What follows belongs to an exercise in optimizing a design on an open flow for small area, a short achievable clock period and few clock cycles; a production flow would make more cautious choices.
In this exercise RTL edits were held to simulation tests only and were not proved equivalent to the original.

### flow/standard.sh
#!/bin/bash
# synth_recipe.tcl (not shown) runs the flow's synth.tcl, then flattens the netlist and writes it again
# the make line also repeats each setting of config.mk as NAME=value (left out here)
make -C /OpenROAD-flow-scripts/flow DESIGN_CONFIG=/design/flow/config.mk WORK_HOME=/design/flow/orfs CLKGATE_MAP_FILE= SYNTH_SCRIPT=/design/flow/synth_recipe.tcl "${@:-finish}"
### flow/config.mk
export PLATFORM = sky130hd
export DESIGN_NAME = bin_ext_gcd
export DESIGN_NICKNAME = bin_ext_gcd
export VERILOG_FILES = /design/flow/design.v
export SDC_FILE = /design/flow/constraint.sdc
export NUM_CORES = 8
export LEC_CHECK = 0
export CAP_MARGIN = 30
export CORE_MARGIN = 2
export CORE_UTILIZATION = 40
export PLACE_DENSITY = 0.6
export SLEW_MARGIN = 50
export TNS_END_PERCENT = 5
### flow/flow/run.sh
#!/bin/bash
set -euo pipefail
bash standard.sh SETUP_SLACK_MARGIN=8 \
  "BUFFER_PORTS_ARGS=-buffer_cell sky130_fd_sc_hd__buf_1" finish > make_finish.log 2>&1
### flow/constraint.sdc
create_clock -name core_clock -period 14.0 [get_ports {clk}]
set_input_delay 2.8000 -clock core_clock [delete_from_list [all_inputs] [get_ports {clk}]]
set_output_delay 2.8000 -clock core_clock [all_outputs]
set_load 0.01 [all_outputs]
### flow/design.v
module bin_ext_gcd #(
  parameter NBITS = 256) (
  input               clk,
  input               rst_n,
  input               enable_p,
  input  [NBITS-1 :0] x,
  input  [NBITS-1 :0] y,
  output [NBITS+2 :0] a,
  output [NBITS+2 :0] b,
  output [NBITS-1 :0] gcd,
  output              done_irq_p
);
localparam CW = NBITS + 3;    
localparam AW = NBITS + 4;    
reg              busy;
reg              done_r;
reg              fin;         
reg              phase;       
reg  [7:0]       k;           
reg  [NBITS-1:0] u;
reg  [NBITS:0]   vs;          
reg  [CW-1:0]    Au, Bu, An, Bn;
reg  [NBITS-1:0] xr, yr;      
reg              sub, shu, shv, selU, selV, tforce, t2, mp1, mp2, mm1;
function [9:0] ctl;
  input ph, u0, u1, v0, v1;             
  input au0, au1, an0, an1, bu0, bu1, bn0, bn1;
  input sga, sgb;
  input yo, yb1, xb1;
  reg su, sv, sb, hu, hv, tf, d1, tt, a0, a1, b0, b1, p1, p2, n1, od;
  begin
    hv = ph | (u0 & ~v0);
    hu = ~ph & ~u0;
    sb = ~ph & u0 & v0;
    tf = ph | (~u0 & ~v0);
    su = hu | sb;
    sv = hv | sb;
    d1 = sb ? (u1 ^ v1) : (hu ? u1 : v1);
    tt = ~tf & ~d1;
    a0 = (su & au0) ^ (sv & an0);
    a1 = (su & au1) ^ (sv & an1) ^ (su & au0 & sv & an0);
    b0 = (su & bu0) ^ (sv & bn0);
    b1 = (su & bu1) ^ (sv & bn1) ^ (su & bu0 & sv & bn0);
    if (yo) begin
      p2 = tt & a1 & ~a0;
      p1 = tt & a0 & (a1 ^ yb1);
      n1 = tt & a0 & ~(a1 ^ yb1);
      od = ~tt & a0;
      p1 = p1 | (od & sga);
      n1 = n1 | (od & ~sga);
    end else begin
      p2 = tt & b1 & ~b0;
      p1 = tt & b0 & ~(b1 ^ xb1);
      n1 = tt & b0 & (b1 ^ xb1);
      od = ~tt & b0;
      p1 = p1 | (od & ~sgb);
      n1 = n1 | (od & sgb);
    end
    ctl = {sb, hu, hv, su, sv, tf, tt, p1, p2, n1};
  end
endfunction
wire eq = &(u ^ vs[NBITS-1:0]);           
wire [NBITS:0] s0, s1;
cmp_add #(.W(NBITS+1)) add_uv (.a({1'b0, u}), .b(vs), .s0(s0), .s1(s1));
wire           dest_v = s0[NBITS];        
wire [NBITS-1:0] u_sub = t2 ? {1'b0, s1[NBITS:2]} : s1[NBITS:1];
wire [NBITS:0]   v_sub = t2 ? {{2{s0[NBITS]}}, s0[NBITS:2]} : {s0[NBITS], s0[NBITS:1]};
wire [NBITS-1:0] u_sh  = t2 ? {2'b00, u[NBITS-1:2]} : {1'b0, u[NBITS-1:1]};
wire [NBITS:0]   v_sh  = t2 ? {{2{vs[NBITS]}}, vs[NBITS:2]} : {vs[NBITS], vs[NBITS:1]};
wire [CW-1:0] opa1 = selU ? Au : {CW{1'b0}};
wire [CW-1:0] opa2 = selV ? An : {CW{1'b0}};
wire [CW-1:0] opb1 = selU ? Bu : {CW{1'b0}};
wire [CW-1:0] opb2 = selV ? Bn : {CW{1'b0}};
wire [AW-1:0] yx = {{(AW-NBITS){1'b0}}, yr};
wire [AW-1:0] xx = {{(AW-NBITS){1'b0}}, xr};
wire [AW-1:0] ta = ({AW{mp1}} & yx) | ({AW{mp2}} & {yx[AW-2:0], 1'b0}) | ({AW{mm1}} & ~yx);
wire [AW-1:0] tb = ({AW{mm1}} & xx) | ({AW{mp1}} & ~xx) | ({AW{mp2}} & ~{xx[AW-2:0], 1'b0});
wire          ia = mm1;
wire          ib = mp1 | mp2;
wire [AW-1:0] a1x = {opa1[CW-1], opa1};
wire [AW-1:0] a2x = {opa2[CW-1], opa2};
wire [AW-1:0] b1x = {opb1[CW-1], opb1};
wire [AW-1:0] b2x = {opb2[CW-1], opb2};
wire [AW-1:0] sa_s = a1x ^ a2x ^ ta;
wire [AW-1:0] sa_c = {(a1x[AW-2:0] & a2x[AW-2:0]) | (a1x[AW-2:0] & ta[AW-2:0]) | (a2x[AW-2:0] & ta[AW-2:0]), ia};
wire [AW-1:0] sb_s = b1x ^ b2x ^ tb;
wire [AW-1:0] sb_c = {(b1x[AW-2:0] & b2x[AW-2:0]) | (b1x[AW-2:0] & tb[AW-2:0]) | (b2x[AW-2:0] & tb[AW-2:0]), ib};
wire [AW-1:0] sa, sb;
skl_add #(.W(AW)) add_a (.a(sa_s), .b(sa_c), .cin(1'b0), .s(sa));
skl_add #(.W(AW)) add_b (.a(sb_s), .b(sb_c), .cin(1'b0), .s(sb));
wire [CW-1:0] ra = t2 ? {sa[AW-1], sa[AW-1:2]} : sa[CW:1];
wire [CW-1:0] rb = t2 ? {sb[AW-1], sb[AW-1:2]} : sb[CW:1];
wire step    = busy & ~fin & (phase | ~eq);
wire wr_u    = step & (shu | (sub & ~dest_v));    
wire phase_n = ~phase & tforce;                    
wire [NBITS-1:0] u_n  = sub ? u_sub : u_sh;        
wire [NBITS:0]   vs_n = sub ? v_sub : v_sh;        
wire [9:0] ctl_u = ctl(phase_n, u_n[0], u_n[1], ~vs[0], ~vs[1],
                       ra[0], ra[1], An[0], An[1], rb[0], rb[1], Bn[0], Bn[1],
                       An[CW-1], Bn[CW-1], yr[0], yr[1], xr[1]);
wire [9:0] ctl_v = ctl(phase_n, u[0], u[1], ~vs_n[0], ~vs_n[1],
                       Au[0], Au[1], ra[0], ra[1], Bu[0], Bu[1], rb[0], rb[1],
                       Au[CW-1], Bu[CW-1], yr[0], yr[1], xr[1]);
wire [9:0] ctl_l = ctl(1'b0, x[0], x[1], y[0], y[1],
                       1'b1, 1'b0, 1'b0, 1'b0, 1'b0, 1'b0, 1'b1, 1'b1,
                       1'b0, 1'b0, y[0], y[1], x[1]);
always @(posedge clk) begin
  xr <= x;
  yr <= y;
end
always @(posedge clk) begin
  if (enable_p)
    {sub, shu, shv, selU, selV, tforce, t2, mp1, mp2, mm1} <= ctl_l;
  else if (step)
    {sub, shu, shv, selU, selV, tforce, t2, mp1, mp2, mm1} <= wr_u ? ctl_u : ctl_v;
end
always @(posedge clk or negedge rst_n) begin
  if (!rst_n) begin
    busy   <= 1'b0;
    done_r <= 1'b0;
    fin    <= 1'b0;
    phase  <= 1'b0;
    k      <= 8'd0;
  end else begin
    done_r <= 1'b0;
    if (enable_p) begin
      busy  <= 1'b1;
      fin   <= 1'b0;
      phase <= 1'b0;
      k     <= 8'd0;
    end else if (busy) begin
      if (fin) begin
        if (k == 8'd0) begin
          busy   <= 1'b0;
          fin    <= 1'b0;
          done_r <= 1'b1;
        end else begin
          k <= k - 8'd1;
        end
      end else if (phase) begin
        phase <= 1'b0;
        k     <= k + 8'd1;
      end else if (eq) begin
        if (k == 8'd0) begin
          busy   <= 1'b0;
          done_r <= 1'b1;
        end else begin
          fin <= 1'b1;
        end
      end else if (tforce) begin
        phase <= 1'b1;
      end
    end
  end
end
always @(posedge clk) begin
  if (enable_p) begin
    u    <= x;
    vs   <= {1'b1, ~y};
    Au   <= {{(CW-1){1'b0}}, 1'b1};
    Bu   <= {CW{1'b0}};
    An   <= {CW{1'b0}};
    Bn   <= {CW{1'b1}};
  end else if (busy & fin) begin
    if (k != 8'd0) u <= {u[NBITS-2:0], 1'b0};
  end else if (step) begin
    if (wr_u) begin
      u    <= u_n;
      Au   <= ra;
      Bu   <= rb;
    end else begin
      vs   <= vs_n;
      An   <= ra;
      Bn   <= rb;
    end
  end
end
assign a          = Au;
assign b          = Bu;
assign gcd        = u;
assign done_irq_p = done_r;
endmodule
module skl_add #(parameter W = 260) (
  input  [W-1:0] a,
  input  [W-1:0] b,
  input          cin,
  output [W-1:0] s
);
  localparam L = 9;             
  reg [W:0] g, p, gn, pn;
  integer l, i, j;
  always @(*) begin
    j = 0;
    g = {a & b, cin};
    p = {a ^ b, 1'b0};
    for (l = 0; l < L; l = l + 1) begin
      gn = g;
      pn = p;
      for (i = 0; i <= W; i = i + 1) begin
        if ((i >> l) & 1) begin
          j = ((i >> l) << l) - 1;
          gn[i] = g[i] | (p[i] & g[j]);
          pn[i] = p[i] & p[j];
        end
      end
      g = gn;
      p = pn;
    end
  end
  assign s = a ^ b ^ g[W-1:0];
endmodule
module cmp_add #(parameter W = 257) (
  input  [W-1:0] a,
  input  [W-1:0] b,
  output [W-1:0] s0,
  output [W-1:0] s1
);
  localparam L = 9;             
  reg [W-1:0] g, p, gn, pn;
  integer l, i, j;
  always @(*) begin
    j = 0;
    g = a & b;
    p = a ^ b;
    for (l = 0; l < L; l = l + 1) begin
      gn = g;
      pn = p;
      for (i = 0; i < W; i = i + 1) begin
        if ((i >> l) & 1) begin
          j = ((i >> l) << l) - 1;
          gn[i] = g[i] | (p[i] & g[j]);
          pn[i] = p[i] & p[j];
        end
      end
      g = gn;
      p = pn;
    end
  end
  assign s0 = a ^ b ^ {g[W-2:0], 1'b0};
  assign s1 = a ^ b ^ {g[W-2:0] | p[W-2:0], 1'b1};
endmodule
==> results of run 1 <==
-- metal layers --
layer	routed length [µm]	vias to the layer above
met5	608	-
met4	76700	80
met3	116000	2109
met2	317000	9778
met1	307000	76750
li1	-	69587
-- registers in the layout, summed over array words and instances (netlist names) --
signal / flops
done_r: 1
k: 8
t2: 1
Bn: 259
yr: 256
tforce: 1
mp1: 1
Bu: 259
selU: 1
sub: 1
shu: 1
vs: 257
Au: 259
mp2: 1
selV: 1
u: 256
An: 259
fin: 1
phase: 1
xr: 256
mm1: 1
busy: 1
-- worst max path at each step --
stage,cells past startpoint,endpoint
2_1_floorplan,6,u[0]
3_5_place_dp,25,An[242]
3_3_place_gp,22,Au[242]
6_report,18,u[181]
4_1_cts,23,Bu[149]
5_1_grt,25,Au[201]
-- metrics by stage --
stage / area (µm²)
floorplan: 156000
finish: 182000
CTS: 179000
global route: 182000
detailed placement: 165000
global placement: 164000
-- critical path, delay by kind of cell (launching register included) --
| family | cells | cell delay [ps] |
|---|---|---|
| compound gates | 7 | 2050 |
| fa+ha+maj | 1 | 450 |
| buf+inv | 5 | 1340 |
| flops | 1 | 520 |
| mux | 1 | 510 |
| simple gates | 4 | 850 |
-- cells by family (layout without fill, tap and decap cells) --
logic type      Yosys count  in the layout  synth area share [%]
compound gates         5655           5656                  23.8
xor+xnor                859            859                  4.84
fa+ha+maj              1322           1322                  13.3
buf+inv                2368           3367                  6.07
flops                  2082           2082                  30.2
mux                     593            593                  4.55
other cells               0            217                     0
simple gates           6031           6032                  17.3
-- synth_stat cells (all sizes together), types with 264 or more instances --
library cell / instances
a211oi: 376
a21o: 322
a21oi: 1754
a221oi: 297
and2: 418
clkbuf: 1023
dfxtp: 1549
edfxtp: 521
fa: 543
ha: 779
inv: 1087
mux2i: 408
nand2: 2462
nand3: 323
nor2: 1653
nor3: 345
o211ai: 264
o21ai: 976
xnor2: 533
xor2: 326
-- area by class of cell --
class / instances / area (µm²)
timing repair inverter: 10 / 130
clock inverter: 110 / 1120
clock buffer: 383 / 8050
tap: 5175 / 6470
fill: 38110 / 204000
multi-input combinational: 14462 / 102000
antenna: 217 / 543
sequential: 2082 / 47000
inverter: 1089 / 4180
timing repair buffer: 1775 / 12400
-- timing repair --
| action | in CTS | in global routing |
|---|---|---|
| pin swaps | 57 | 96 |
| endpoints found under the setup margin | 1529 | 1080 |
| setup buffers | 95 | 61 |
| gates cloned | 65 | 32 |
| resized for setup | 411 | 335 |
==> notes.md, run 1 <==
Synth async-reset ratio=0.576%; critical path's largest stage delay=520 ps; most frequent cells in the layout=2438 x nand2_1, 1695 x a21oi_1, 1612 x nor2_1; IO buf count=1289; Avg Cell Area, Syn=8.22 µm²; sum of negative setup slack=0 ps; Crit Path Class=flip-flop to flip-flop; Max Cap Viol=0; register bit total from synthesis=2082; Hold Startpoint=An[66]; Max Fclk=163 MHz; DRT Pass-1 Iters=7; sequential fraction of the synthesis area=30.2%; Root Driver=clkbuf_16; layout cells sized above 1=9.64%; Die Wd=627 µm; Final #Nets=21532; core footprint=386000 µm²; H-tree Lvls=5; Synth top area share=19.9%; gr busiest metal=met2; Area growth, synth to finish=17.2%; antenna viol nets, final=0; Netlist cell types=115; Final Hold Slack=451 ps; Initial Utilization=40.3%; top_reg_cell synth=dfxtp_1; Cell Area, Synth=155000 µm²; syn_nets=20747; GR Layer Usage met2=52.6%; routed via count=158304; Die H=627 µm; Synth area leader=dfxtp_1; CTS buffer count=275; initial antenna violation count=248; Placer Congestion=1.01; Least-Margin Pin Slew=919 ps; worst-path fanout max=36; Placed Cells incl. Taps=24331; Tcrit/Tclk final=43.9%; I/O pin count=1290; vias in the first global route=140975; Syn Inst Count=18910; final hold vios=0; largest net degree at the start of global routing=116; final cell count without fillers=25303; dpl ws=6190 ps; Hold EP=An[66]; Post-Route WL=817 mm; status=complete, no violations; number of synthesized flops with an enable pin=521; DRC Markers=0; most frequent CP cell=buf_4; Worst Slack Setup Final=7860 ps; num rows=228; worst reg2reg path depth=18; Data arrival, critical path=6780 ps; Final Max Tran Viols=0; CTS Buffer Depth=4; GRT overflow=0; Clock Sinks=2082; clock-pin slew on the worst setup and hold paths=60 ps; Area contributors post-synth=dfxtp_1 20%, edfxtp_1 10%, fa_1 7.0%; Worst slew margin=38.8%; Crit-path slowest cell=edfxtp_1; Global Route met3 Usage=15.6%; R2R Path Start=u[17]; first-pass GRT wire length=1090 mm; vias per cell=6.26; commonest non-fill, non-tap cell in the layout=nand2_1; Die ar.=394000 µm²; RSZ-0062 raised after global routing=yes; Post-Route Utilization=47.2%; Crit. End Element=flip-flop; Final setup viols=0; cell chain of the critical path=ha_1 -> and4_1 -> and2_1 -> a221oi_2 -> nor3_4 -> o311ai_2 -> buf_4 -> a211oi_4 -> o311ai_4 -> nand3_4 -> a21oi_4 -> mux2i_4 -> o21bai_4 -> o211ai_1 -> buf_4 -> buf_12 -> buf_16 -> clkbuf_16; FF-to-FF setup slack=7860 ps; skew final=66.5 ps; dpl hpwl=575 mm; RR Endpoint=u[181]; CTS tree=done; Total GRT Usage=38.9%; met1 usage in global routing=48.7%; Syn. warnings=3; fin crit period=6140 ps; Critical Path RT=14630 ps; Clock Latency Late Sink=970 ps; CTS hold repair buffers=0; Worst Hold Depth=2; Critical Path Start=u[17]; WL per Instance=32.3 µm; Hold/Removal Path Class=flip-flop to flip-flop; Critical Path Start Type=flip-flop; Iteration-0 DRC Markers=21168
Testbench counts, summed over its fixed seeds: cycles 67,681.
==> run 2, diff against run 1 <==
--- a/flow/design.v
+++ b/flow/design.v
@@ -20,4 +20,5 @@
 reg  [NBITS-1:0] u;
-reg  [NBITS:0]   vs;          
+reg  [NBITS-1:0] vs;          
 reg  [CW-1:0]    Au, Bu, An, Bn;
+reg              ninit;       
 reg  [NBITS-1:0] xr, yr;      
@@ -61,14 +62,15 @@
 endfunction
-wire eq = &(u ^ vs[NBITS-1:0]);           
 wire [NBITS:0] s0, s1;
-cmp_add #(.W(NBITS+1)) add_uv (.a({1'b0, u}), .b(vs), .s0(s0), .s1(s1));
-wire           dest_v = s0[NBITS];        
+cmp_add #(.W(NBITS+1)) add_uv (.a({1'b0, u}), .b({1'b1, vs}), .s0(s0), .s1(s1), .pall());
+wire           gt, eq;
+cmp4 #(.W(NBITS)) cmp_uv (.u(u), .vs(vs), .gt(gt), .eq(eq));
+wire           dest_v = ~gt;              
 wire [NBITS-1:0] u_sub = t2 ? {1'b0, s1[NBITS:2]} : s1[NBITS:1];
-wire [NBITS:0]   v_sub = t2 ? {{2{s0[NBITS]}}, s0[NBITS:2]} : {s0[NBITS], s0[NBITS:1]};
+wire [NBITS-1:0] v_sub = t2 ? {s0[NBITS], s0[NBITS:2]} : s0[NBITS:1];
 wire [NBITS-1:0] u_sh  = t2 ? {2'b00, u[NBITS-1:2]} : {1'b0, u[NBITS-1:1]};
-wire [NBITS:0]   v_sh  = t2 ? {{2{vs[NBITS]}}, vs[NBITS:2]} : {vs[NBITS], vs[NBITS:1]};
+wire [NBITS-1:0] v_sh  = t2 ? {2'b11, vs[NBITS-1:2]} : {1'b1, vs[NBITS-1:1]};
 wire [CW-1:0] opa1 = selU ? Au : {CW{1'b0}};
-wire [CW-1:0] opa2 = selV ? An : {CW{1'b0}};
+wire [CW-1:0] opa2 = (selV & ~ninit) ? An : {CW{1'b0}};
 wire [CW-1:0] opb1 = selU ? Bu : {CW{1'b0}};
-wire [CW-1:0] opb2 = selV ? Bn : {CW{1'b0}};
+wire [CW-1:0] opb2 = selV ? (ninit ? {CW{1'b1}} : Bn) : {CW{1'b0}};
 wire [AW-1:0] yx = {{(AW-NBITS){1'b0}}, yr};
@@ -96,6 +98,10 @@
 wire [NBITS-1:0] u_n  = sub ? u_sub : u_sh;        
-wire [NBITS:0]   vs_n = sub ? v_sub : v_sh;        
+wire [NBITS-1:0] vs_n = sub ? v_sub : v_sh;        
+wire [1:0] an_lo = ninit ? 2'b00 : An[1:0];
+wire [1:0] bn_lo = ninit ? 2'b11 : Bn[1:0];
+wire       an_sg = ~ninit & An[CW-1];
+wire       bn_sg = ninit | Bn[CW-1];
 wire [9:0] ctl_u = ctl(phase_n, u_n[0], u_n[1], ~vs[0], ~vs[1],
-                       ra[0], ra[1], An[0], An[1], rb[0], rb[1], Bn[0], Bn[1],
-                       An[CW-1], Bn[CW-1], yr[0], yr[1], xr[1]);
+                       ra[0], ra[1], an_lo[0], an_lo[1], rb[0], rb[1], bn_lo[0], bn_lo[1],
+                       an_sg, bn_sg, yr[0], yr[1], xr[1]);
 wire [9:0] ctl_v = ctl(phase_n, u[0], u[1], ~vs_n[0], ~vs_n[1],
@@ -158,7 +164,6 @@
     u    <= x;
-    vs   <= {1'b1, ~y};
+    vs   <= ~y;
     Au   <= {{(CW-1){1'b0}}, 1'b1};
     Bu   <= {CW{1'b0}};
-    An   <= {CW{1'b0}};
-    Bn   <= {CW{1'b1}};
+    ninit <= 1'b1;
   end else if (busy & fin) begin
@@ -172,2 +177,3 @@
       vs   <= vs_n;
+      ninit <= 1'b0;
       An   <= ra;
@@ -215,3 +221,4 @@
   output [W-1:0] s0,
-  output [W-1:0] s1
+  output [W-1:0] s1,
+  output         pall           
 );
@@ -240,2 +247,25 @@
   assign s1 = a ^ b ^ {g[W-2:0] | p[W-2:0], 1'b1};
-endmodule
+  assign pall = p[W-2];
+endmodule
+module cmp4 #(parameter W = 256) (
+  input  [W-1:0] u,
+  input  [W-1:0] vs,
+  output         gt,
+  output         eq
+);
+  reg [W-1:0] g, e;
+  integer l, i;
+  always @(*) begin
+    g = u & vs;               
+    e = u ^ vs;               
+    for (l = 1; (W >> (2 * l)) > 0; l = l + 1) begin
+      for (i = 0; i < (W >> (2 * l)); i = i + 1) begin
+        g[i] = g[4*i+3] | (e[4*i+3] & g[4*i+2]) | (e[4*i+3] & e[4*i+2] & g[4*i+1])
+             | (e[4*i+3] & e[4*i+2] & e[4*i+1] & g[4*i]);
+        e[i] = e[4*i+3] & e[4*i+2] & e[4*i+1] & e[4*i];
+      end
+    end
+  end
+  assign gt = g[0];
+  assign eq = e[0];
+endmodule
--- a/flow/config.mk
+++ b/flow/config.mk
@@ -9,4 +9,5 @@
 export CORE_MARGIN = 2
-export CORE_UTILIZATION = 40
-export PLACE_DENSITY = 0.6
+export CORE_UTILIZATION = 55
+export CTS_BUF_LIST = sky130_fd_sc_hd__clkbuf_8
+export PLACE_DENSITY = 0.7
 export SLEW_MARGIN = 50
==> run 2 against run 1 <==
  * Non-clock buffer count is 86 lower
  * Register-to-register slack lost 260 ps
  * Setup slack worse by 260 ps
  * Largest cell class unchanged
  * First-iteration DRC count grew 2.4%
==> notes.md, run 2 <==
status=complete, no violations (unchanged); Synth Area in Compound Gates=23.3% (was 23.8%); number of synthesized flops with an enable pin=1039 (was 521); RSZ-0062 raised after global routing=yes (unchanged); Worst slew margin=36.0% (was 38.8%); H-tree Lvls=5 (unchanged); dpl hpwl=536 mm (was 575 mm); IO buf count=1289 (unchanged); Initial Utilization=55.3% (was 40.3%); Area growth, synth to finish=14.0% (was 17.2%); vias per cell=6.80 (was 6.26); Post-Synth Simple-Gate Area=16.4% (was 17.3%); DRC Markers=0 (unchanged); Hold/Removal Path Class=flip-flop to flip-flop (unchanged); commonest non-fill, non-tap cell in the layout=nand2_1 (unchanged); Crit Path Class=flip-flop to flip-flop (unchanged); Die Wd=534 µm (was 627 µm); Synth top area share=20.2% (was 19.9%); Critical Path RT=14910 ps (was 14630 ps); Syn. warnings=4 (was 3); end of the critical path=u[195] (was u[181]); R2R Path Start=u[0] (was u[17]); CTS Buffer Depth=4 (unchanged); Worst Slack Setup Final=7600 ps (was 7860 ps); Syn Inst Count=17418 (was 18910); skew final=89.4 ps (was 66.5 ps); Iteration-0 DRC Markers=21671 (was 21168); Die H=534 µm (was 627 µm); core footprint=280000 µm² (was 386000 µm²); CTS tree=done (unchanged); register bit total from synthesis=2082 (unchanged); Post-synth top cells=2154 x nand2_1, 1420 x a21oi_1, 1261 x nor2_1 (was 2459 x nand2_1, 1748 x a21oi_1, 1650 x nor2_1); vias in the first global route=138786 (was 140975); Tcrit/Tclk final=45.7% (was 43.9%); WL per Instance=33.0 µm (was 32.3 µm); Placed Cells incl. Taps=21507 (was 24331); fin crit period=6400 ps (was 6140 ps); Synth area leader=edfxtp_1 (was dfxtp_1); dpl ws=6130 ps (was 6190 ps); Synth Area in Adders=13.3% (about the same); Clock Sinks=2082 (unchanged); count leader, synth=nand2_1 (unchanged); Final Max Tran Viols=0 (unchanged); Final Hold Slack=464 ps (was 451 ps); Root Driver=clkbuf_8 (was clkbuf_16); Post-Route Utilization=63.1% (was 47.2%); Finished Cell Area=176000 µm² (was 182000 µm²); Fillers=24528 (was 38110); worst-path fanout max=11 (was 36); clock-pin slew on the worst setup and hold paths=60 ps (about the same); GRT overflow=0 (unchanged); DRT Pass-1 Iters=9 (was 7); Total GRT Usage=49.9% (was 38.9%); top_reg_cell synth=edfxtp_1 (was dfxtp_1); Die ar.=286000 µm² (was 394000 µm²); num rows=194 (was 228); syn_nets=19255 (was 20747); antenna viol nets, final=0 (unchanged); Netlist cell types=102 (was 115); Clock Latency Late Sink=1180 ps (was 970 ps); Cell Area, Synth=155000 µm² (about the same); Final #Nets=20195 (was 21532); RR Endpoint=u[195] (was u[181]); I/O pin count=1290 (unchanged); Least-Margin Pin Slew=961 ps (was 919 ps); Post-Route WL=746 mm (was 817 mm); first-pass GRT wire length=1020 mm (was 1090 mm); worst reg2reg path depth=19 (was 18); Data arrival, critical path=7320 ps (was 6780 ps); Final setup viols=0 (unchanged); Area contributors post-synth=edfxtp_1 20%, dfxtp_1 13%, fa_1 7.0% (was dfxtp_1 20%, edfxtp_1 10%, fa_1 7.0%); sum of negative setup slack=0 ps (unchanged); post-synthesis xor/xnor area fraction=4.44% (was 4.84%); Placer Congestion=1.06 (was 1.01); FF-to-FF setup slack=7600 ps (was 7860 ps); Max Cap Viol=0 (unchanged); largest family of logic cells by synthesized area=compound AO/OA/AOI/OAI gates (unchanged); Crit. End Element=flip-flop (unchanged); sequential fraction of the synthesis area=33.7% (was 30.2%); Synth async-reset ratio=0.576% (unchanged); Critical Path Start=u[0] (was u[17]); Critical Path Start Type=flip-flop (unchanged); layout cells sized above 1=9.79% (was 9.64%); multiplexer share of the synthesized area=4.35% (was 4.55%); Avg Cell Area, Syn=8.88 µm² (was 8.22 µm²); initial antenna violation count=155 (was 248); Max Fclk=156 MHz (was 163 MHz); CTS buffer count=380 (was 275); most frequent cells in the layout=2131 x nand2_1, 1387 x a21oi_1, 1229 x nor2_1 (was 2438 x nand2_1, 1695 x a21oi_1, 1612 x nor2_1); largest net degree at the start of global routing=136 (was 116); final cell count without fillers=22560 (was 25303); final hold vios=0 (unchanged); routed via count=153323 (was 158304); Placement Cell Area=163000 µm² (was 165000 µm²)
[run 2: cell types whose count changed after synthesis, moves of 79 or more]
cell / before / now
nand2_1: 2459 / 2154
a211oi_1: 372 / 209
dfxtp_1: 1549 / 1031
o22ai_1: 262 / 158
edfxtp_1: 521 / 1039
a21oi_1: 1748 / 1420
o21a_1: 140 / 366
nor2_1: 1650 / 1261
and2_1: 414 / 620
inv_1: 1085 / 709
mux2i_1: 407 / 277
nand3_1: 322 / 207
and3_1: 159 / 238
[run 2: logic make-up after synthesis]
family | after synthesis
AO/OA/AOI/OAI | 5372
AND/OR/NAND/NOR | 5472
adder cells (fa/ha/maj) | 1322
XOR/XNOR | 785
buffers and inverters | 1849
multiplexers | 536
flip-flops | 2082
[run 2: how the worst min path moves through the flow]
stage / start / endpoint / depth (start not counted)
final: Bu[25] / Bu[25] / 2
after global routing: Bu[32] / Bu[32] / 2
after CTS: Bu[207] / Bu[207] / 2
after detailed placement: Bu[207] / Bu[207] / 2
after global placement: Bu[110] / Bu[110] / 2
after floorplan: Au[147] / Au[147] / 2
[run 2: worst max-delay path, cell delays in order, from the launching register on]
cell and delay [ps]:
edfxtp_1 510, ha_1 300, inv_1 100, fa_1 260, nor2b_1 60, o21ai_0 210, a21oi_1 130, o21ai_0 370
a21o_1 470, a21oi_1 120, buf_4 220, o21ai_4 550, a21oi_1 440, buf_4 300, nor3_4 450, o21ai_0 180
xor2_1 190, mux2i_1 710, mux2i_1 210, a221o_1 380
[run 2: metal layers]
layer | global-route usage [%] | share of wire, % | vias up
li1 | - | - | 65623
met1 | 59.9 | 34 | 74113
met2 | 66.2 | 38 | 11173
met3 | 25.2 | 17 | 2370
met4 | 41.0 | 10 | 44
met5 | 0 | 0.038 | -
[run 2: cell type report]
type,count,area (µm²),area share (%)
Multi-Input combinational cell,13488,97300,55.2
Sequential cell,2082,52200,29.6
Timing Repair Buffer,1689,11000,6.24
Clock buffer,467,6430,3.64
Tap cell,3724,4660,2.64
Inverter,711,2740,1.55
Clock inverter,244,1620,0.918
Antenna cell,149,373,0.211
Timing Repair inverter,6,60.1,0.0341
[run 2: what timing repair did]
| item | in CTS | in global routing |
|---|---|---|
| gates cloned | 52 | 8 |
| hold buffers | 0 | 0 |
| setup buffers | 88 | 37 |
| pin swaps | 88 | 47 |
| setup endpoints to repair | 1796 | 1230 |
| resized for setup | 301 | 120 |
Testbench counts of run 2, summed over its fixed seeds: cycles 67,681.
==> run 3, diff against run 2 <==
--- a/flow/design.v
+++ b/flow/design.v
@@ -24,3 +24,3 @@
 reg  [NBITS-1:0] xr, yr;      
-reg              sub, shu, shv, selU, selV, tforce, t2, mp1, mp2, mm1;
+reg              sub, shu, shv, selU, gVa, gVo, tforce, t2, mp1, mp2, mm1;
 function [9:0] ctl;
@@ -72,5 +72,5 @@
 wire [CW-1:0] opa1 = selU ? Au : {CW{1'b0}};
-wire [CW-1:0] opa2 = (selV & ~ninit) ? An : {CW{1'b0}};
+wire [CW-1:0] opa2 = gVa ? An : {CW{1'b0}};
 wire [CW-1:0] opb1 = selU ? Bu : {CW{1'b0}};
-wire [CW-1:0] opb2 = selV ? (ninit ? {CW{1'b1}} : Bn) : {CW{1'b0}};
+wire [CW-1:0] opb2 = ({CW{gVa}} & Bn) | {CW{gVo}};
 wire [AW-1:0] yx = {{(AW-NBITS){1'b0}}, yr};
@@ -99,2 +99,9 @@
 wire [NBITS-1:0] vs_n = sub ? v_sub : v_sh;        
+function [10:0] gv;
+  input [9:0] c;
+  input       ni;
+  begin
+    gv = {c[9:6], c[5] & ~ni, c[5] & ni, c[4:0]};
+  end
+endfunction
 wire [1:0] an_lo = ninit ? 2'b00 : An[1:0];
@@ -118,5 +125,5 @@
   if (enable_p)
-    {sub, shu, shv, selU, selV, tforce, t2, mp1, mp2, mm1} <= ctl_l;
+    {sub, shu, shv, selU, gVa, gVo, tforce, t2, mp1, mp2, mm1} <= gv(ctl_l, 1'b1);
   else if (step)
-    {sub, shu, shv, selU, selV, tforce, t2, mp1, mp2, mm1} <= wr_u ? ctl_u : ctl_v;
+    {sub, shu, shv, selU, gVa, gVo, tforce, t2, mp1, mp2, mm1} <= wr_u ? gv(ctl_u, ninit) : gv(ctl_v, 1'b0);
 end
==> run 3 against run 2 <==
  * Count of clock-buffer cells in the layout rose by 8
  * Global-route usage grew 1.8 points
  * Register-to-register slack gained 170 ps
  * Sequential cell count increased by 1
  * Still clean
  * Hold slack gained 3.9 ps
  * Highest routed layer unchanged
  * Critical path type unchanged
  * Wire length increased by 3.5%
  * Via count is 1.1% higher
  * Clock skew is 17 ps lower
  * Sequential share of layout area barely moved
==> notes.md, run 3 <==
final cell count without fillers=22750 (was 22560); Tcrit/Tclk final=44.6% (was 45.7%); core footprint=276000 µm² (was 280000 µm²); Hold/Removal Path Class=flip-flop to flip-flop (unchanged); vias in the first global route=137435 (was 138786); DRC Markers=0 (unchanged); Post-Route WL=772 mm (was 746 mm); Data arrival, critical path=7200 ps (was 7320 ps); dpl ws=6020 ps (was 6130 ps); Crit-path slowest cell=edfxtp_1 (was mux2i_1); RSZ-0062 raised after global routing=yes (unchanged); Final setup viols=0 (unchanged); I/O pin count=1290 (unchanged); Initial Utilization=55.3% (about the same); Post-synth top cells=2317 x nand2_1, 1621 x a21oi_1, 1267 x nor2_1 (was 2154 x nand2_1, 1420 x a21oi_1, 1261 x nor2_1); number of synthesized flops with an enable pin=1039 (unchanged); met2 WL=290 mm (was 285 mm); IO buf count=1289 (unchanged); Synth area leader=edfxtp_1 (unchanged); Crit. End Element=flip-flop (unchanged); Iteration-0 DRC Markers=23619 (was 21671); Placed Cells incl. Taps=21481 (was 21507); largest net degree at the start of global routing=133 (was 136); initial antenna violation count=285 (was 155); CTS hold repair buffers=0 (unchanged); Least-Margin Pin Slew=959 ps (was 961 ps); Crit Path Class=flip-flop to flip-flop (unchanged); commonest non-fill, non-tap cell in the layout=nand2_1 (unchanged); GRT overflow=0 (unchanged); sequential fraction of the synthesis area=34.1% (was 33.7%); Critical Path Start Type=flip-flop (unchanged); Netlist cell types=109 (was 102); Synth top area share=20.4% (was 20.2%); routed via count=155020 (was 153323); cell chain of the critical path=ha_1 -> inv_1 -> fa_1 -> nor2b_1 -> o21ai_0 -> nand2b_1 -> a21bo_2 -> o2bb2ai_1 -> buf_4 -> a21o_1 -> inv_2 -> nor2_2 -> o21ai_4 -> nand2_2 -> a21o_1 -> a21oi_1 -> o21ai_0 -> xor2_1 -> mux4_2 -> o21a_1 (was ha_1 -> inv_1 -> fa_1 -> nor2b_1 -> o21ai_0 -> a21oi_1 -> o21ai_0 -> a21o_1 -> a21oi_1 -> buf_4 -> o21ai_4 -> a21oi_1 -> buf_4 -> nor3_4 -> o21ai_0 -> xor2_1 -> mux2i_1 -> mux2i_1 -> a221o_1); CTS tree=done (unchanged); num rows=193 (was 194); Area growth, synth to finish=15.2% (was 14.0%); DR WL met3=136 mm (was 130 mm); final hold vios=0 (unchanged); fin crit period=6240 ps (was 6400 ps); count leader, synth=nand2_1 (unchanged); top_reg_cell synth=edfxtp_1 (unchanged); CP Buf/Inv Count=3 (unchanged); Cell Area, Synth=153000 µm² (was 155000 µm²); Syn Inst Count=17395 (was 17418); most frequent cells in the layout=2303 x nand2_1, 1557 x a21oi_1, 1237 x nor2_1 (was 2131 x nand2_1, 1387 x a21oi_1, 1229 x nor2_1); CTS Buffer Depth=4 (unchanged); first-pass GRT wire length=1040 mm (was 1020 mm); Critical Path RT=14960 ps (was 14910 ps); Worst slew margin=36.1% (was 36.0%); layout cells sized above 1=10.0% (was 9.79%); register bit total from synthesis=2083 (was 2082); Max Used Layer=met5 (unchanged); Synth async-reset ratio=0.576% (about the same); Die H=531 µm (was 534 µm); status=complete, no violations (unchanged); H-tree Lvls=5 (unchanged); antenna viol nets, final=0 (unchanged); CP top delay family=compound AO/OA/AOI/OAI gates (unchanged); Final #Nets=20192 (was 20195); M1 WL=261 mm (was 256 mm); vias per cell=6.81 (was 6.80); Total GRT Usage=51.7% (was 49.9%); Root Driver=clkbuf_8 (unchanged); critical path's largest stage delay=550 ps (was 710 ps); Area contributors post-synth=edfxtp_1 20%, dfxtp_1 14%, fa_1 7.1% (was edfxtp_1 20%, dfxtp_1 13%, fa_1 7.0%); Syn. warnings=4 (unchanged); Worst Slack Setup Final=7760 ps (was 7600 ps); Placer Congestion=1.08 (was 1.06); DRT Pass-1 Iters=10 (was 9); sum of negative setup slack=0 ps (unchanged); Fillers=24065 (was 24528); skew final=72.0 ps (was 89.4 ps); Max Fclk=160 MHz (was 156 MHz); Final Max Tran Viols=0 (unchanged); dpl hpwl=556 mm (was 536 mm); Clock Sinks=2083 (was 2082); syn_nets=19232 (was 19255); Die Wd=531 µm (was 534 µm); Clock Latency Late Sink=1200 ps (was 1180 ps); CTS buffer count=382 (was 380); Die ar.=282000 µm² (was 286000 µm²); Avg Cell Area, Syn=8.79 µm² (was 8.88 µm²); WL per Instance=33.9 µm (was 33.0 µm); worst-path fanout max=8 (was 11); clock-pin slew on the worst setup and hold paths=70 ps (was 60 ps); Max Cap Viol=0 (unchanged)
## run 3: cell families after synthesis
| logic type | after synthesis | share of synthesized area [%] |
|---|---|---|
| xor gates and xnor gates | 790 | 4.52 |
| muxes | 556 | 4.09 |
| AOI/OAI and AO/OA | 5243 | 23.0 |
| DFF | 2083 | 34.1 |
| and+or+nand+nor | 5312 | 15.6 |
| adders and majority gates | 1322 | 13.5 |
| buffers and inverters | 2089 | 5.19 |
## run 3: cell type report
cell class	count	area (µm²)	area share, %
Multi-Input combinational cell	13223	95000	53.9
Sequential cell	2083	52200	29.6
Timing Repair Buffer	1684	11400	6.45
Clock buffer	475	6540	3.71
Tap cell	3705	4640	2.63
Inverter	971	3730	2.12
Clock inverter	240	1690	0.957
Antenna cell	359	898	0.510
Timing Repair inverter	10	121	0.0689
## run 3: worst paths after layout
kind,startpoint,slack [ps],cells past startpoint,endpoint
max in group asynchronous,rst_n,12250,1,k[0]
hold / removal,Bu[11],470,2,Bu[11]
hold reg to reg,Bu[11],470,2,Bu[11]
setup reg to reg,u[0],7760,20,vs[190]
min in group asynchronous,rst_n,1500,1,k[2]
setup / recovery,u[0],7760,20,vs[190]
## run 3: routing by layer
metal	vias up	global-route usage (%)
met5	-	1.16
met4	86	47.7
met3	2802	26.3
met2	12470	66.1
met1	74287	61.7
li1	65375	-
## run 3: worst min-delay path, stage by stage, from the launching register on
cell,delay (ps)
dfxtp_1,320
nand2_1,50
a21oi_1,50
## run 3: timing repair
item	4_1_cts	5_1_grt
gates resized for setup	322	248
pin swaps	40	35
setup buffers	76	30
gates cloned	68	14
setup endpoints to repair	1598	1537
## run 3: per-stage QoR
stage	hold WS, ps	instance area (µm²)	util (%)
2_1_floorplan	484	153000	-
3_3_place_gp	453	160000	57.9
3_5_place_dp	458	161000	58.3
4_1_cts	467	173000	62.7
5_1_grt	480	176000	63.5
6_report	467	176000	63.7
Testbench counts of run 3, summed over its fixed seeds: cycles 67,681.
==> run 4, diff against run 3 <==
--- a/flow/config.mk
+++ b/flow/config.mk
@@ -9,5 +9,4 @@
 export CORE_MARGIN = 2
-export CORE_UTILIZATION = 55
-export CTS_BUF_LIST = sky130_fd_sc_hd__clkbuf_8
-export PLACE_DENSITY = 0.7
+export CORE_UTILIZATION = 40
+export PLACE_DENSITY = 0.6
 export SLEW_MARGIN = 50
==> run 4 against run 3 <==
  * Still clean
  * Area after synthesis did not move
  * Register-to-register slack gained 80 ps
  * Synthesized cell count is the same
  * Critical path depth rose by 3
  * Critical path type unchanged
  * Critical endpoint is now Bu[257]
  * Highest routed layer unchanged
==> notes.md, run 4 <==
cell chain of the critical path=buf_4 -> buf_6 -> bufbuf_16 -> and2_1 -> fa_1 -> ha_1 -> o211ai_1 -> o31ai_4 -> nand3_4 -> a2111o_1 -> a2111o_2 -> a21o_4 -> buf_12 -> a21oi_4 -> buf_12 -> nor3_4 -> or4_4 -> a21oi_4 -> a21o_4 -> buf_6 -> a31oi_1 -> o311a_1 -> a21o_1 (was ha_1 -> inv_1 -> fa_1 -> nor2b_1 -> o21ai_0 -> nand2b_1 -> a21bo_2 -> o2bb2ai_1 -> buf_4 -> a21o_1 -> inv_2 -> nor2_2 -> o21ai_4 -> nand2_2 -> a21o_1 -> a21oi_1 -> o21ai_0 -> xor2_1 -> mux4_2 -> o21a_1); Placed Cells incl. Taps=22839 (was 21481); vias per cell=6.34 (was 6.81); DRC Markers=0 (unchanged); number of synthesized flops with an enable pin=1039 (unchanged); dpl hpwl=583 mm (was 556 mm); final hold vios=0 (unchanged); syn_nets=19232 (unchanged); Placement Cell Area=163000 µm² (was 161000 µm²); initial antenna violation count=251 (was 285); Data arrival, critical path=6990 ps (was 7200 ps); antenna viol nets, final=0 (unchanged); layout cells sized above 1=10.4% (was 10.0%); Area growth, synth to finish=18.0% (was 15.2%); Root Driver=clkbuf_16 (was clkbuf_8); Die Wd=622 µm (was 531 µm); Total GRT Usage=39.2% (was 51.7%); register bit total from synthesis=2083 (unchanged); FF-to-FF setup slack=7840 ps (was 7760 ps); Cell Area, Synth=153000 µm² (unchanged); register area=52200 µm² (about the same); top_reg_cell synth=edfxtp_1 (unchanged); I/O pin count=1290 (unchanged); Hold/Removal Path Class=flip-flop to flip-flop (unchanged); count leader, synth=nand2_1 (unchanged); Syn Inst Count=17395 (unchanged); Hold Startpoint=Bu[183] (was Bu[11]); Post-Route WL=805 mm (was 772 mm); Synth area leader=edfxtp_1 (unchanged); Max Cap Viol=0 (unchanged); status=complete, no violations (unchanged); critical path's largest stage delay=610 ps (was 550 ps); commonest non-fill, non-tap cell in the layout=nand2_1 (unchanged); H-tree Lvls=5 (unchanged); Placer Congestion=1.04 (was 1.08); Crit-path slowest cell=a2111o_2 (was edfxtp_1); fin crit period=6160 ps (was 6240 ps); Critical Path Start=selU (was u[0]); Final setup viols=0 (unchanged); Area contributors post-synth=edfxtp_1 20%, dfxtp_1 14%, fa_1 7.1% (unchanged); Synth async-reset ratio=0.576% (unchanged); Hold EP=Bu[183] (was Bu[11]); most frequent cells in the layout=2297 x nand2_1, 1559 x a21oi_1, 1234 x nor2_1 (was 2303 x nand2_1, 1557 x a21oi_1, 1237 x nor2_1); IO buf count=1289 (unchanged); Final Hold Slack=470 ps (was 467 ps); sequential fraction of the synthesis area=34.1% (unchanged); sum of negative setup slack=0 ps (unchanged); Iteration-0 DRC Markers=20700 (was 23619); Die ar.=387000 µm² (was 282000 µm²); GRT overflow=0 (unchanged); Critical Path RT=14830 ps (was 14960 ps); R2R Path Start=selU (was u[0]); Fillers=37057 (was 24065); Critical Path Start Type=flip-flop (unchanged); WL per Instance=33.8 µm (was 33.9 µm); Netlist cell types=109 (unchanged); Least-Margin Pin Slew=906 ps (was 959 ps); Initial Utilization=40.1% (was 55.3%); Worst Hold Depth=2 (unchanged); num rows=227 (was 193); Clock Sinks=2083 (unchanged); RR Endpoint=Bu[257] (was vs[190]); CTS hold repair buffers=0 (unchanged); Worst slew margin=39.6% (was 36.1%); Final #Nets=20170 (was 20192); CTS buffer count=272 (was 382); DRT Pass-1 Iters=12 (was 10); CTS Buffer Depth=4 (unchanged); routed via count=150904 (was 155020); Crit Path Class=flip-flop to flip-flop (unchanged); worst-path fanout max=16 (was 8); clock-pin slew on the worst setup and hold paths=70 ps (about the same); Max Fclk=162 MHz (was 160 MHz); core footprint=381000 µm² (was 276000 µm²); skew final=77.7 ps (was 72.0 ps); Finished Cell Area=181000 µm² (was 176000 µm²); Tcrit/Tclk final=44.0% (was 44.6%); largest net degree at the start of global routing=116 (was 133); first-pass GRT wire length=1080 mm (was 1040 mm); final cell count without fillers=23816 (was 22750); Avg Cell Area, Syn=8.79 µm² (unchanged); Crit. End Element=flip-flop (unchanged); CTS tree=done (unchanged); vias in the first global route=136133 (was 137435); Clock Latency Late Sink=960 ps (was 1200 ps); Die H=622 µm (was 531 µm); RSZ-0062 raised after global routing=yes (unchanged); footprint of the multi-input gates=95700 µm² (was 95000 µm²); Syn. warnings=4 (unchanged); Post-synth top cells=2317 x nand2_1, 1621 x a21oi_1, 1267 x nor2_1 (unchanged); worst reg2reg path depth=23 (was 20); Final Max Tran Viols=0 (unchanged); Synth top area share=20.4% (unchanged)
==> run 4: cell types whose count changed in the layout (fill, tap and decap cells not counted), sizes merged, moves of 3 or more <==
cell	delta
buf	+89
bufbuf	-4
bufinv	-5
clkbuf	-93
clkinv	-3
diode	-140
inv	-110
==> run 4: area by class of cell <==
class,instances,share of cell area [%]
antenna,219,0.304
timing repair buffer,1771,7.03
clock inverter,121,0.829
sequential,2083,28.9
multi-input combinational,13225,53.0
timing repair inverter,9,0.0818
clock buffer,379,4.29
tap,5038,3.49
inverter,971,2.07
==> run 4: repair_timing <==
item,in CTS,in global routing
buffers inserted,91,70
pin swaps,53,74
setup endpoints to repair,1596,1100
gates resized for setup,350,361
cloned,68,25
==> run 4: critical path: cells and delay by family (launching register included) <==
kind	cells	cell delay, ps
compound gates	11	2880
fa+ha+maj	2	800
buf+inv	6	1010
flops	1	410
simple gates	4	870
==> run 4: through the flow <==
stage | util (%) | setup WS (ps)
floorplan | - | 2590
global placement | 42.4 | 5320
detailed placement | 42.8 | 5480
CTS | 46.4 | 7850
global route | 47.3 | 7730
finish | 47.3 | 7840
==> run 4: per-layer routing <==
metal / up-vias / routed length (µm) / track usage [%]
met5: - / 1060 / 0
met1: 73527 / 289000 / 47.6
met2: 9828 / 315000 / 53.3
met3: 2271 / 118000 / 16.4
li1: 65128 / - / -
met4: 150 / 82000 / 33.5
==> run 4: cell families (layout without fill, tap and decap cells) <==
group                      Yosys count  after routing  share of synthesized area [%]
AOI/OAI and AO/OA                 5243           5243                           23.0
adders and majority gates         1322           1322                           13.5
muxes                              556            556                           4.09
other                                0            219                              0
xor gates and xnor gates           790            790                           4.52
buffers and inverters             2089           3251                           5.19
and+or+nand+nor                   5312           5314                           15.6
DFF                               2083           2083                           34.1
==> run 4: worst max-delay path by stage <==
stage                   end  slack (ps)  depth (start not counted)
floorplan             An[0]        2590                          6
global placement    Au[168]        5320                         25
detailed placement  Au[255]        5480                         27
CTS                 Au[211]        7850                         24
global route        Au[120]        7730                         23
finish              Bu[257]        7840                         23
==> run 5, diff against run 4 <==
==> flow/flow/run.sh (replaced) <==
#!/bin/bash
set -euo pipefail
bash standard.sh SETUP_SLACK_MARGIN=9 \
  "BUFFER_PORTS_ARGS=-buffer_cell sky130_fd_sc_hd__buf_1" finish > make_finish.log 2>&1
--- a/flow/config.mk
+++ b/flow/config.mk
@@ -9,4 +9,5 @@
 export CORE_MARGIN = 2
-export CORE_UTILIZATION = 40
-export PLACE_DENSITY = 0.6
+export CORE_UTILIZATION = 45
+export CTS_BUF_LIST = sky130_fd_sc_hd__clkbuf_8
+export PLACE_DENSITY = 0.65
 export SLEW_MARGIN = 50
==> run 5 against run 4 <==
  * Maximum frequency grew 0.25%
  * Sequential cell count is the same
  * Critical path type unchanged
  * Register-to-register slack gained 20 ps
  * Clock skew grew 35 ps
  * Area after synthesis is the same
  * Design area grew 3.8%
  * Die area shrank 11%
  * Setup slack gained 16 ps
==> notes.md, run 5 <==
Clock Latency Late Sink=1230 ps (was 960 ps); worst-path fanout max=6 (was 16); first-pass GRT wire length=1100 mm (was 1080 mm); IO buf count=1289 (unchanged); Initial Utilization=45.1% (was 40.1%); CTS Buffer Depth=4 (unchanged); initial antenna violation count=301 (was 251); CTS tree=done (unchanged); WL per Instance=34.3 µm (was 33.8 µm); Worst slew margin=39.1% (was 39.6%); Total GRT Usage=45.1% (was 39.2%); count leader, synth=nand2_1 (unchanged); Max Fclk=163 MHz (was 162 MHz); sequential fraction of the synthesis area=34.1% (unchanged); Post-synth top cells=2317 x nand2_1, 1621 x a21oi_1, 1267 x nor2_1 (unchanged); DRT Pass-1 Iters=10 (was 12); num rows=214 (was 227); Final Hold Slack=467 ps (was 470 ps); Worst Hold Depth=2 (unchanged); Die Wd=587 µm (was 622 µm); register area=52200 µm² (about the same); CTS buffer count=392 (was 272); FF-to-FF setup slack=7860 ps (was 7840 ps); GRT overflow=0 (unchanged); Iteration-0 DRC Markers=22031 (was 20700); Crit-path slowest cell=edfxtp_1 (was a2111o_2); Critical Path RT=15150 ps (was 14830 ps); Hold EP=Au[151] (was Bu[183]); RSZ-0062 raised after global routing=yes (unchanged); final hold vios=0 (unchanged); Hold/Removal Path Class=flip-flop to flip-flop (unchanged); Cell Area, Synth=153000 µm² (unchanged); antenna viol nets, final=0 (unchanged); Tcrit/Tclk final=43.9% (was 44.0%); Critical Path Start Type=flip-flop (unchanged); Clock Sinks=2083 (unchanged); Placer Congestion=1.04 (about the same); Hold Startpoint=Au[151] (was Bu[183]); critical path's largest stage delay=460 ps (was 610 ps); Area growth, synth to finish=22.5% (was 18.0%); vias in the first global route=141434 (was 136133); core footprint=339000 µm² (was 381000 µm²); Placed Cells incl. Taps=22315 (was 22839); Final Max Tran Viols=0 (unchanged); routed via count=156819 (was 150904); syn_nets=19232 (unchanged); Area contributors post-synth=edfxtp_1 20%, dfxtp_1 14%, fa_1 7.1% (unchanged); Least-Margin Pin Slew=914 ps (was 906 ps); footprint of the multi-input gates=100000 µm² (was 95700 µm²); most frequent CP cell=buf_6; Syn Inst Count=17395 (unchanged); Syn. warnings=4 (unchanged); Crit Path Class=flip-flop to flip-flop (unchanged); sum of negative setup slack=0 ps (unchanged); R2R Path Start=mp1 (was selU); Synth top area share=20.4% (unchanged); dpl hpwl=577 mm (was 583 mm); number of synthesized flops with an enable pin=1039 (unchanged); Root Driver=clkbuf_8 (was clkbuf_16); H-tree Lvls=5 (unchanged); CTS hold repair buffers=0 (unchanged); Synth area leader=edfxtp_1 (unchanged); layout cells sized above 1=15.7% (was 10.4%); I/O pin count=1290 (unchanged); vias per cell=6.54 (was 6.34); Post-Route WL=823 mm (was 805 mm); top_reg_cell synth=edfxtp_1 (unchanged); fin crit period=6140 ps (was 6160 ps); register bit total from synthesis=2083 (unchanged); Fillers=31071 (was 37057); status=complete, no violations (unchanged); Synth async-reset ratio=0.576% (unchanged); Data arrival, critical path=7290 ps (was 6990 ps); largest net degree at the start of global routing=123 (was 116); clock-pin slew on the worst setup and hold paths=70 ps (about the same); RR Endpoint=Au[247] (was Bu[257]); commonest non-fill, non-tap cell in the layout=nand2_1 (unchanged); Die H=587 µm (was 622 µm); Post-Route Utilization=55.3% (was 47.3%); Netlist cell types=109 (unchanged); final cell count without fillers=23991 (was 23816); worst reg2reg path depth=31 (was 23); DRC Markers=0 (unchanged); Max Cap Viol=0 (unchanged); skew final=113 ps (was 77.7 ps); Die ar.=345000 µm² (was 387000 µm²); most frequent cells in the layout=2273 x nand2_1, 1491 x a21oi_1, 1205 x nor2_1 (was 2297 x nand2_1, 1559 x a21oi_1, 1234 x nor2_1); Avg Cell Area, Syn=8.79 µm² (unchanged); Crit. End Element=flip-flop (unchanged); Final #Nets=20663 (was 20170); Final setup viols=0 (unchanged)
## run 5: repair_timing
action,4_1_cts,5_1_grt
pin swaps,275,233
buffers inserted,327,198
resized for setup,1161,533
setup endpoints to repair,2437,2454
cloned,109,16
## run 5: worst max path at each step
| stage | startpoint | endpoint | depth (start not counted) |
|---|---|---|---|
| 5_1_grt | mp1 | Au[247] | 31 |
| 3_5_place_dp | mm1 | Au[255] | 24 |
| 3_3_place_gp | mm1 | Au[253] | 24 |
| 6_report | mp1 | Au[247] | 31 |
| 2_1_floorplan | enable_p | An[0] | 6 |
| 4_1_cts | u[0] | vs[147] | 21 |
## run 5: critical path, delay by kind of cell, from the launching register on
kind,cells,cell delay (ps)
adder cells (fa/ha/maj),2,770
flip-flops,1,460
buffers and inverters,14,2030
AND/OR/NAND/NOR,6,1300
AO/OA/AOI/OAI,9,1450
## run 5: metal layers
metal	vias to the layer above	GRT usage, %	wire length (µm)
met5	-	0.581	1210
met4	134	37.4	82300
met3	2801	24.2	142000
met2	11615	59.8	315000
met1	75981	53.0	283000
li1	66288	-	-
## run 5: layout make-up
class / count / area share (%)
multi-input cells: 13225 / 53.4
repair inverters: 13 / 0.102
flip-flops and latches: 2083 / 27.8
inverters: 971 / 2.00
repair buffers: 2140 / 8.78
clock inverters: 264 / 1.02
diodes: 292 / 0.390
clock buffers: 467 / 3.43
well taps: 4536 / 3.03
## run 5: kinds of logic after synthesis
kind of cell / after synthesis / share of synthesized area, %
DFF: 2083 / 34.1
buffers and inverters: 2089 / 5.19
and+or+nand+nor: 5312 / 15.6
AOI/OAI and AO/OA: 5243 / 23.0
adders and majority gates: 1322 / 13.5
muxes: 556 / 4.09
xor gates and xnor gates: 790 / 4.52
## run 5: stage by stage
stage / area (µm²) / setup WS (ps)
floorplan: 153000 / 2590
global placement: 161000 / 5570
detailed placement: 162000 / 5810
CTS: 182000 / 8000
global route: 187000 / 7710
finish: 187000 / 7860
==> run 6, diff against run 5 <==
--- a/flow/design.v
+++ b/flow/design.v
@@ -63,6 +63,5 @@
 wire [NBITS:0] s0, s1;
-cmp_add #(.W(NBITS+1)) add_uv (.a({1'b0, u}), .b({1'b1, vs}), .s0(s0), .s1(s1), .pall());
-wire           gt, eq;
-cmp4 #(.W(NBITS)) cmp_uv (.u(u), .vs(vs), .gt(gt), .eq(eq));
-wire           dest_v = ~gt;              
+wire           eq;                        
+cmp_add #(.W(NBITS+1)) add_uv (.a({1'b0, u}), .b({1'b1, vs}), .s0(s0), .s1(s1), .pall(eq));
+wire           dest_v = s0[NBITS];        
 wire [NBITS-1:0] u_sub = t2 ? {1'b0, s1[NBITS:2]} : s1[NBITS:1];
@@ -256,23 +255 @@
 endmodule
-module cmp4 #(parameter W = 256) (
-  input  [W-1:0] u,
-  input  [W-1:0] vs,
-  output         gt,
-  output         eq
-);
-  reg [W-1:0] g, e;
-  integer l, i;
-  always @(*) begin
-    g = u & vs;               
-    e = u ^ vs;               
-    for (l = 1; (W >> (2 * l)) > 0; l = l + 1) begin
-      for (i = 0; i < (W >> (2 * l)); i = i + 1) begin
-        g[i] = g[4*i+3] | (e[4*i+3] & g[4*i+2]) | (e[4*i+3] & e[4*i+2] & g[4*i+1])
-             | (e[4*i+3] & e[4*i+2] & e[4*i+1] & g[4*i]);
-        e[i] = e[4*i+3] & e[4*i+2] & e[4*i+1] & e[4*i];
-      end
-    end
-  end
-  assign gt = g[0];
-  assign eq = e[0];
-endmodule
==> flow/flow/run.sh (replaced) <==
#!/bin/bash
set -euo pipefail
bash standard.sh SETUP_SLACK_MARGIN=8 \
  "BUFFER_PORTS_ARGS=-buffer_cell sky130_fd_sc_hd__buf_1" finish > make_finish.log 2>&1
--- a/flow/config.mk
+++ b/flow/config.mk
@@ -9,5 +9,4 @@
 export CORE_MARGIN = 2
-export CORE_UTILIZATION = 45
-export CTS_BUF_LIST = sky130_fd_sc_hd__clkbuf_8
-export PLACE_DENSITY = 0.65
+export CORE_UTILIZATION = 40
+export PLACE_DENSITY = 0.6
 export SLEW_MARGIN = 50
==> run 6 against run 5 <==
  * Hold slack got worse by 4.4 ps
  * Sequential cell count unchanged
  * Global-route usage down 6.8 points
  * Synthesized cell count grew 0.98%
  * First-iteration DRC count decreased by 15%
  * Critical endpoint is now Bu[171]
  * Largest cell class unchanged
==> notes.md, run 6 <==
Synth async-reset ratio=0.576% (unchanged); CP top delay family=compound AO/OA/AOI/OAI gates (was buffers and inverters); Avg Cell Area, Syn=8.76 µm² (was 8.79 µm²); CP Buf/Inv Count=8 (was 14); Critical Path Start Type=flip-flop (unchanged); H-tree Lvls=5 (unchanged); CTS tree=done (unchanged); IO buf count=1289 (unchanged); status=complete, no violations (unchanged); CTS Buffer Depth=4 (unchanged); critical path's largest stage delay=650 ps (was 460 ps); Synth area leader=edfxtp_1 (unchanged); Cell Area, Synth=154000 µm² (was 153000 µm²); Post-Synth Simple-Gate Area=15.6% (about the same); GRT overflow=0 (unchanged); Crit Path Class=flip-flop to flip-flop (unchanged); Crit-path slowest cell=or4_4 (was edfxtp_1); Placer Congestion=1.01 (was 1.04); Tcrit/Tclk final=44.6% (was 43.9%); final hold vios=0 (unchanged); Synth Area in Adders=13.4% (was 13.5%); Max Cap Viol=0 (unchanged); sum of negative setup slack=0 ps (unchanged); worst-path fanout max=6 (unchanged); top_reg_cell synth=edfxtp_1 (unchanged); num rows=227 (was 214); core footprint=383000 µm² (was 339000 µm²); routed via count=150776 (was 156819); Worst slew margin=43.5% (was 39.1%); Final Hold Slack=463 ps (was 467 ps); Area growth, synth to finish=17.1% (was 22.5%); sequential fraction of the synthesis area=33.9% (was 34.1%); WL per Instance=32.9 µm (was 34.3 µm); Finished Cell Area=180000 µm² (was 187000 µm²); layout cells sized above 1=9.41% (was 15.7%); first-pass GRT wire length=1070 mm (was 1100 mm); Area contributors post-synth=edfxtp_1 20%, dfxtp_1 13%, fa_1 7.1% (was edfxtp_1 20%, dfxtp_1 14%, fa_1 7.1%); Final Max Tran Viols=0 (unchanged); clock-pin slew on the worst setup and hold paths=70 ps (about the same); Hold/Removal Path Class=flip-flop to flip-flop (unchanged); Synth top area share=20.3% (was 20.4%); largest net degree at the start of global routing=108 (was 123); antenna viol nets, final=0 (unchanged); Die Wd=624 µm (was 587 µm); RSZ-0062 raised after global routing=yes (unchanged); Fillers=37400 (was 31071); Initial Utilization=40.2% (was 45.1%); fin crit period=6240 ps (was 6140 ps); skew final=69.0 ps (was 113 ps); commonest non-fill, non-tap cell in the layout=nand2_1 (unchanged); DRC Markers=0 (unchanged); Synth Area in Compound Gates=23.2% (was 23.0%); met1 usage in global routing=45.1% (was 53.0%); syn_nets=19402 (was 19232); Data arrival, critical path=7090 ps (was 7290 ps); Root Driver=clkbuf_16 (was clkbuf_8); I/O pin count=1290 (unchanged); vias in the first global route=137148 (was 141434); Final #Nets=20299 (was 20663); Clock Sinks=2083 (unchanged); initial antenna violation count=204 (was 301); number of synthesized flops with an enable pin=1039 (unchanged); Die ar.=390000 µm² (was 345000 µm²); Max Fclk=160 MHz (was 163 MHz); vias per cell=6.28 (was 6.54); Placement Cell Area=164000 µm² (was 162000 µm²); Die H=624 µm (was 587 µm); Iteration-0 DRC Markers=18780 (was 22031); Post-synth top cells=2165 x nand2_1, 1583 x a21oi_1, 1454 x nor2_1 (was 2317 x nand2_1, 1621 x a21oi_1, 1267 x nor2_1); Placed Cells incl. Taps=23024 (was 22315); count leader, synth=nand2_1 (unchanged); most frequent cells in the layout=2147 x nand2_1, 1545 x a21oi_1, 1426 x nor2_1 (was 2273 x nand2_1, 1491 x a21oi_1, 1205 x nor2_1); register bit total from synthesis=2083 (unchanged); Crit. End Element=flip-flop (unchanged); multiplexer share of the synthesized area=3.93% (was 4.09%); FF-to-FF setup slack=7760 ps (was 7860 ps); Post-Route WL=790 mm (was 823 mm); gr busiest metal=met2 (unchanged); Syn Inst Count=17565 (was 17395); Critical Path RT=14850 ps (was 15150 ps); DRT Pass-1 Iters=8 (was 10); largest family of logic cells by synthesized area=compound AO/OA/AOI/OAI gates (unchanged); final cell count without fillers=24006 (was 23991); Clock Latency Late Sink=980 ps (was 1230 ps); dpl hpwl=573 mm (was 577 mm); Final setup viols=0 (unchanged); GR Layer Usage met2=55.4% (was 59.8%); Least-Margin Pin Slew=846 ps (was 914 ps); Netlist cell types=100 (was 109); post-synthesis xor/xnor area fraction=4.81% (was 4.52%); CTS buffer count=272 (was 392); Global Route met3 Usage=13.4% (was 24.2%); Syn. warnings=3 (was 4); Total GRT Usage=38.4% (was 45.1%)
run 6: cells by family after synthesis:
| kind of cell | Yosys count |
|---|---|
| compound gates | 5357 |
| fa+ha+maj | 1322 |
| xor+xnor | 844 |
| flops | 2083 |
| simple gates | 5357 |
| buf+inv | 2073 |
| mux | 529 |
run 6: final timing paths:
check / from / to / cells past startpoint
setup / recovery: mp1 / Bu[171] / 25
max in group asynchronous: rst_n / fin / 1
hold reg to reg: Bu[181] / Bu[181] / 2
min in group asynchronous: rst_n / k[5] / 1
setup reg to reg: mp1 / Bu[171] / 25
hold / removal: Bu[181] / Bu[181] / 2
run 6: routing by layer:
| layer | vias up | routed length (µm) | share of wire [%] |
|---|---|---|---|
| met2 | 8901 | 329000 | 42 |
| met4 | 96 | 78300 | 9.9 |
| met5 | - | 624 | 0.079 |
| met3 | 2245 | 98000 | 12 |
| li1 | 65832 | - | - |
| met1 | 73702 | 284000 | 36 |
run 6: cell type report:
cell class | count | area, µm² | share of cell area [%]
diodes | 279 | 698 | 0.388
clock buffers | 399 | 8120 | 4.51
clock inverters | 102 | 1140 | 0.634
inverters | 923 | 3550 | 1.97
multi-input cells | 13413 | 96100 | 53.4
flip-flops and latches | 2083 | 52200 | 29.0
well taps | 5038 | 6300 | 3.50
repair buffers | 1763 | 11900 | 6.61
repair inverters | 6 | 80.1 | 0.0445
run 6: per-stage QoR:
stage / setup slack, ps / utilization, %
6_report: 7760 / 47.1
5_1_grt: 7630 / 47.0
4_1_cts: 7840 / 46.4
3_5_place_dp: 5650 / 42.9
3_3_place_gp: 4980 / 42.6
2_1_floorplan: -25.3 / -
run 6: timing repair:
action                                  in CTS  in global routing
endpoints found under the setup margin    1924               1344
resized for setup                          311                237
buffers inserted                            87                 33
cloned                                      60                 18
pin swaps                                   46                 47
endpoints found under the hold margin        0                  0
hold buffers                                 0                  0
run 6: worst reg2reg max path: stages (launching register included):
cell       delay (ps)
edfxtp_1          410
buf_12            150
inv_16             50
buf_16            180
o22ai_4           170
a21oi_2            60
fa_1              580
inv_2              60
ha_4              270
o211ai_1          110
o31a_1            390
o21ai_4           210
inv_2              70
o21a_4            270
or4_4             660
a2111oi_4         410
buf_6             240
buf_4             170
o211ai_1          150
buf_4             230
a21oi_2           190
o21ai_2           100
a21boi_2          260
a21oi_1           180
a32o_1            310
o32ai_1           270
Testbench counts of run 6, summed over its fixed seeds: cycles 67,681.

[static timing again, ports no longer ideal]
The results above use ideal ports. As a check the final layouts listed here were re-extracted and re-timed, cells and wires unchanged. Step 1, drivers: a clkbuf_16 drives clk and a buf_2 each remaining input, both assumed. Step 2 moves the port delays by t, midway between the first and last clock arrival at a register: inputs arrive t later, outputs are due t later. That takes back most of the time a late clock gives input paths. a / b / c = ideal ports / drivers / drivers and shift; a / b = the first two.
run | shift t [ns] | setup WS [ns] | worst setup path after step 2
run 1 | 1.055 | 7.858 / 7.858 / 7.460 | input to register
run 2 | 1.248 | 7.596 / 7.596 / 7.394 | input to register
run 3 | 1.277 | 7.762 / 7.762 / 7.243 | input to register
run 4 | 1.039 | 7.840 / 7.840 / 7.290 | input to register
run 5 | 1.304 | 7.856 / 7.856 / 7.298 | input to register
run 6 | 1.074 | 7.762 / 7.762 / 7.176 | input to register
After both steps every run listed still meets setup and hold. For run 6, which loses most, drivers alone change the setup slack by 0.000 ns; drivers and shift together by -0.586 ns.
